What follows belongs to an exercise in optimizing a design on an open flow for small area and a short achievable clock period; a production flow would make more cautious choices. The RTL was checked by simulation tests, not by an equivalence proof against the original design. No activity file was given, so power comes from the tool's default toggle rates.

==> module rf_rbit, before the edit <==
module rf_rbit(input [31:1] s, input [31:1] d, output yn);
  wire [10:0] t;
  genvar i;
  generate for (i = 0; i < 10; i = i + 1) begin : g
    rf_aoi222 u(s[3*i+1], d[3*i+1], s[3*i+2], d[3*i+2], s[3*i+3], d[3*i+3], t[i]);
  end endgenerate
  rf_nand2 u31(s[31], d[31], t[10]);
  wire [2:0] o;
  c_nand4 n0(t[0], t[1], t[2], t[3], o[0]);
  c_nand4 n1(t[4], t[5], t[6], t[7], o[1]);
  c_nand3 n2(t[8], t[9], t[10], o[2]);
  c_nor3 n3(o[0], o[1], o[2], yn);
endmodule
==> module mips_core, before the edit <==
module mips_core(clk, reset, iaddr, instr, dm_addr, dm_wdata, dm_we, dm_rdata);
  input clk, reset;
  output [29:0] iaddr;
  input [31:0] instr;
  output [31:0] dm_addr;
  output [31:0] dm_wdata;
  output dm_we;
  input [31:0] dm_rdata;
  wire [5:0] op = instr[31:26];
  wire [4:0] rs = instr[25:21];
  wire [4:0] rt = instr[20:16];
  wire [4:0] rd = instr[15:11];
  wire [15:0] imm = instr[15:0];
  wire is_r    = op == 6'b000000;
  wire is_addu = is_r & (instr[5:0] == 6'b100001);
  wire is_ori  = op == 6'b001101;
  wire is_lui  = op == 6'b001111;
  wire is_lw   = op == 6'b100011;
  wire is_sw   = op == 6'b101011;
  wire is_beq  = op == 6'b000100;
  wire is_j    = op == 6'b000010;
  wire regwr = is_r | is_ori | is_lui | is_lw;
  wire [4:0] rw = is_r ? rd : rt;
  reg [1023:32] rf;
  reg [31:1] valid;
  reg [31:1] sa, sb, we;
  wire [1023:32] rf_next;
  wire [31:0] busa_n, busb_n, wd;
  wire [31:0] busa = ~busa_n;
  wire [31:0] busb = ~busb_n;
  integer r;
  always @(*) begin
    for (r = 1; r < 32; r = r + 1) begin
      sa[r] = valid[r] & (rs == r);
      sb[r] = valid[r] & (rt == r);
      we[r] = regwr & (rw == r);
    end
  end
  genvar b, k;
  generate for (b = 0; b < 32; b = b + 1) begin : rb
    wire [31:1] col;
    for (k = 1; k < 32; k = k + 1) begin : c
      assign col[k] = rf[k*32 + b];
      rf_wsel w(we[k], ~we[k], wd[b], rf[k*32 + b], rf_next[k*32 + b]);
    end
    rf_rbit ua(sa, col, busa_n[b]);
    rf_rbit ub(sb, col, busb_n[b]);
  end endgenerate
  always @(posedge clk) rf <= rf_next;
  always @(posedge clk, posedge reset) begin
    if (reset) valid <= 31'b0;
    else valid <= valid | we;
  end
  wire sub = ~is_addu;
  wire [31:0] alu = busa + (sub ? ~busb : busb) + {31'b0, sub};
  wire eq = busa == busb;
  wire [31:0] sext = {{16{imm[15]}}, imm};
  assign wd = is_lw ? dm_rdata :
              is_lui ? {imm, 16'h0} :
              is_ori ? (busa | {16'h0, imm}) : alu;
  addr_add32n addr_add(busa_n, ~sext, dm_addr);
  assign dm_wdata = busb;
  assign dm_we = is_sw;
  reg [29:0] pc;
  wire [29:0] pc1 = pc + 30'd1;
  wire [29:0] pcb = pc1 + sext[29:0];
  wire [29:0] npc = is_j ? {pc[29:26], instr[25:0]} : (is_beq & eq) ? pcb : pc1;
  always @(posedge clk, posedge reset) begin
    if (reset) pc <= 30'h0000_0c00;
    else pc <= npc;
  end
  assign iaddr = pc;
endmodule
Settings: LEC_CHECK=0, CAP_MARGIN=20, CORE_MARGIN=2, CORE_UTILIZATION=50, CTS_CLUSTER_DIAMETER=80, CTS_CLUSTER_SIZE=24, PLACE_DENSITY=0.64, SETUP_SLACK_MARGIN=4.4, SLEW_MARGIN=20, SYNTH_HIERARCHICAL=1; clock period 13.0 ns.
standard.sh (not shown) runs the stock make flow with config.mk's settings and CLKGATE_MAP_FILE= SYNTH_SCRIPT=/design/flow/synth_recipe.tcl, a recipe that flattens the netlist after the stock synthesis.
==> flow/flow/run.sh <==
#!/bin/bash
# The standard layout, with two changes:
# - the port buffers that buffer_ports inserts are plain buf_2 cells (the
#   default pick is a delay cell, clkdlybuf4s50_1, that the later timing
#   repair leaves in place on the output paths);
# - before floorplan, flow/downsize.tcl gives each combinational cell its
#   smallest drive strength, and the flow's repair sizes up what it needs.
set -euo pipefail
bash standard.sh BUFFER_PORTS_ARGS="-buffer_cell sky130_fd_sc_hd__buf_2" \
  PRE_FLOORPLAN_TCL="$PWD/flow/downsize.tcl" finish > standard.log 2>&1
==> flow/flow/downsize.tcl <==
# Before floorplan: give every combinational cell the smallest drive strength
# of its kind (synthesis maps each gate with a fixed load model and often
# picks a larger one); the timing repair of the flow sizes up what it needs.
set db [ord::get_db]
set smallest [dict create]
foreach lib [$db getLibs] {
  foreach m [$lib getMasters] {
    set n [$m getName]
    if {[regexp {^(sky130_fd_sc_hd__[a-z0-9]+)_[0-9]+$} $n -> base]} {
      if {[string match *lpflow* $n] || [string match *__df* $n] || [string match *__sdf* $n] || [string match *__edf* $n]} { continue }
      set a [expr {[$m getWidth] * [$m getHeight]}]
      if {![dict exists $smallest $base] || $a < [lindex [dict get $smallest $base] 0]} {
        dict set smallest $base [list $a $m]
      }
    }
  }
}
set n_swapped 0
foreach inst [[ord::get_db_block] getInsts] {
  set m [$inst getMaster]
  if {[regexp {^(sky130_fd_sc_hd__[a-z0-9]+)_[0-9]+$} [$m getName] -> base]} {
    if {![dict exists $smallest $base]} { continue }
    set s [lindex [dict get $smallest $base] 1]
    if {[$s getName] ne [$m getName]} {
      if {[$inst swapMaster $s]} { incr n_swapped }
    }
  }
}
puts "downsize: $n_swapped cells set to their smallest drive strength"
Then changed:
--- a/flow/design.v
+++ b/flow/design.v
@@ -5,11 +5,11 @@
   assign y = ~((a0 & b0) | (a1 & b1) | (a2 & b2));
 endmodule
 module rf_nand2(input a, input b, output y);
   assign y = ~(a & b);
 endmodule
-module rf_rbit(input [31:1] s, input [31:1] d, output yn);
+module rf_rbit(input [31:1] s, input [31:1] d, output yn, output yn2);
   wire [10:0] t;
   genvar i;
   generate for (i = 0; i < 10; i = i + 1) begin : g
     rf_aoi222 u(s[3*i+1], d[3*i+1], s[3*i+2], d[3*i+2], s[3*i+3], d[3*i+3], t[i]);
   end endgenerate
@@ -17,10 +17,11 @@
   wire [2:0] o;
   c_nand4 n0(t[0], t[1], t[2], t[3], o[0]);
   c_nand4 n1(t[4], t[5], t[6], t[7], o[1]);
   c_nand3 n2(t[8], t[9], t[10], o[2]);
   c_nor3 n3(o[0], o[1], o[2], yn);
+  c_nor3 n4(o[0], o[1], o[2], yn2);
 endmodule
 module c_nand2(input a, input b, output y); assign y = ~(a & b); endmodule
 module c_nor2(input a, input b, output y); assign y = ~(a | b); endmodule
 module c_xor2(input a, input b, output y); assign y = a ^ b; endmodule
 module c_xnor2(input a, input b, output y); assign y = ~(a ^ b); endmodule
@@ -751,11 +752,11 @@
   wire [4:0] rw = is_r ? rd : rt;
   reg [1023:32] rf;
   reg [31:1] valid;
   reg [31:1] sa, sb, we;
   wire [1023:32] rf_next;
-  wire [31:0] busa_n, busb_n, wd;
+  wire [31:0] busa_n, busa_n2, busb_n, busb_n2, wd;
   wire [31:0] busa = ~busa_n;
   wire [31:0] busb = ~busb_n;
   integer r;
   always @(*) begin
     for (r = 1; r < 32; r = r + 1) begin
@@ -769,12 +770,12 @@
     wire [31:1] col;
     for (k = 1; k < 32; k = k + 1) begin : c
       assign col[k] = rf[k*32 + b];
       rf_wsel w(we[k], ~we[k], wd[b], rf[k*32 + b], rf_next[k*32 + b]);
     end
-    rf_rbit ua(sa, col, busa_n[b]);
-    rf_rbit ub(sb, col, busb_n[b]);
+    rf_rbit ua(sa, col, busa_n[b], busa_n2[b]);
+    rf_rbit ub(sb, col, busb_n[b], busb_n2[b]);
   end endgenerate
   always @(posedge clk) rf <= rf_next;
   always @(posedge clk, posedge reset) begin
     if (reset) valid <= 31'b0;
     else valid <= valid | we;
@@ -784,12 +785,12 @@
   wire eq = busa == busb;
   wire [31:0] sext = {{16{imm[15]}}, imm};
   assign wd = is_lw ? dm_rdata :
               is_lui ? {imm, 16'h0} :
               is_ori ? (busa | {16'h0, imm}) : alu;
-  addr_add32n addr_add(busa_n, ~sext, dm_addr);
-  assign dm_wdata = busb;
+  addr_add32n addr_add(busa_n2, ~sext, dm_addr);
+  assign dm_wdata = ~busb_n2;
   assign dm_we = is_sw;
   reg [29:0] pc;
   wire [29:0] pc1 = pc + 30'd1;
   wire [29:0] pcb = pc1 + sext[29:0];
   wire [29:0] npc = is_j ? {pc[29:26], instr[25:0]} : (is_beq & eq) ? pcb : pc1;
Setup slack improves by 0.23 ns.
Utilization increases by 0.26 points.
First-iteration DRC count increases by 9.9%.
Register-to-register slack degrades by 0.03 ns.
Routed wire length increases by 5.8%.
Hold slack improves by 0.019 ns.
Power decreases by 1.2%.
Sequential share of layout area decreases by 0.74 points.
Cell count increases by 2.1%.
Global-route usage increases by 2.2 points.
Count of clock-buffer cells in the layout stays the same.
Synthesized cell count increases by 2.3%.
Clock skew increases by 0.020 ns.

==> port drivers added, routing unchanged <==
In the flow no input, the clock included, has a driving cell. The finished layouts below were timed again as built, in two steps. Step 1: set_driving_cell puts a clkbuf_16 on clk and a buf_2 on each other input, an assumption about the parent block. Step 2 also shifts input and output timing later by t, the mid clock arrival at the registers, as if the neighbouring blocks saw the same clock. Three values: ideal, step 1, step 2; two values: the first two.
run | t (ns) | setup slack, ns | worst setup path after step 2 | worst register clock-pin slew, ns
the first run | 0.771 | 3.975 / 3.924 / 3.711 | input to register | 0.11 / 0.11
the second run | 0.762 | 4.208 / 4.187 / 3.682 | input to register | 0.11 / 0.11
After both steps setup and hold are still met in every run listed. The setup slack of the second run, which loses most, moves by -0.021 ns with the drivers and by -0.526 ns with both steps.
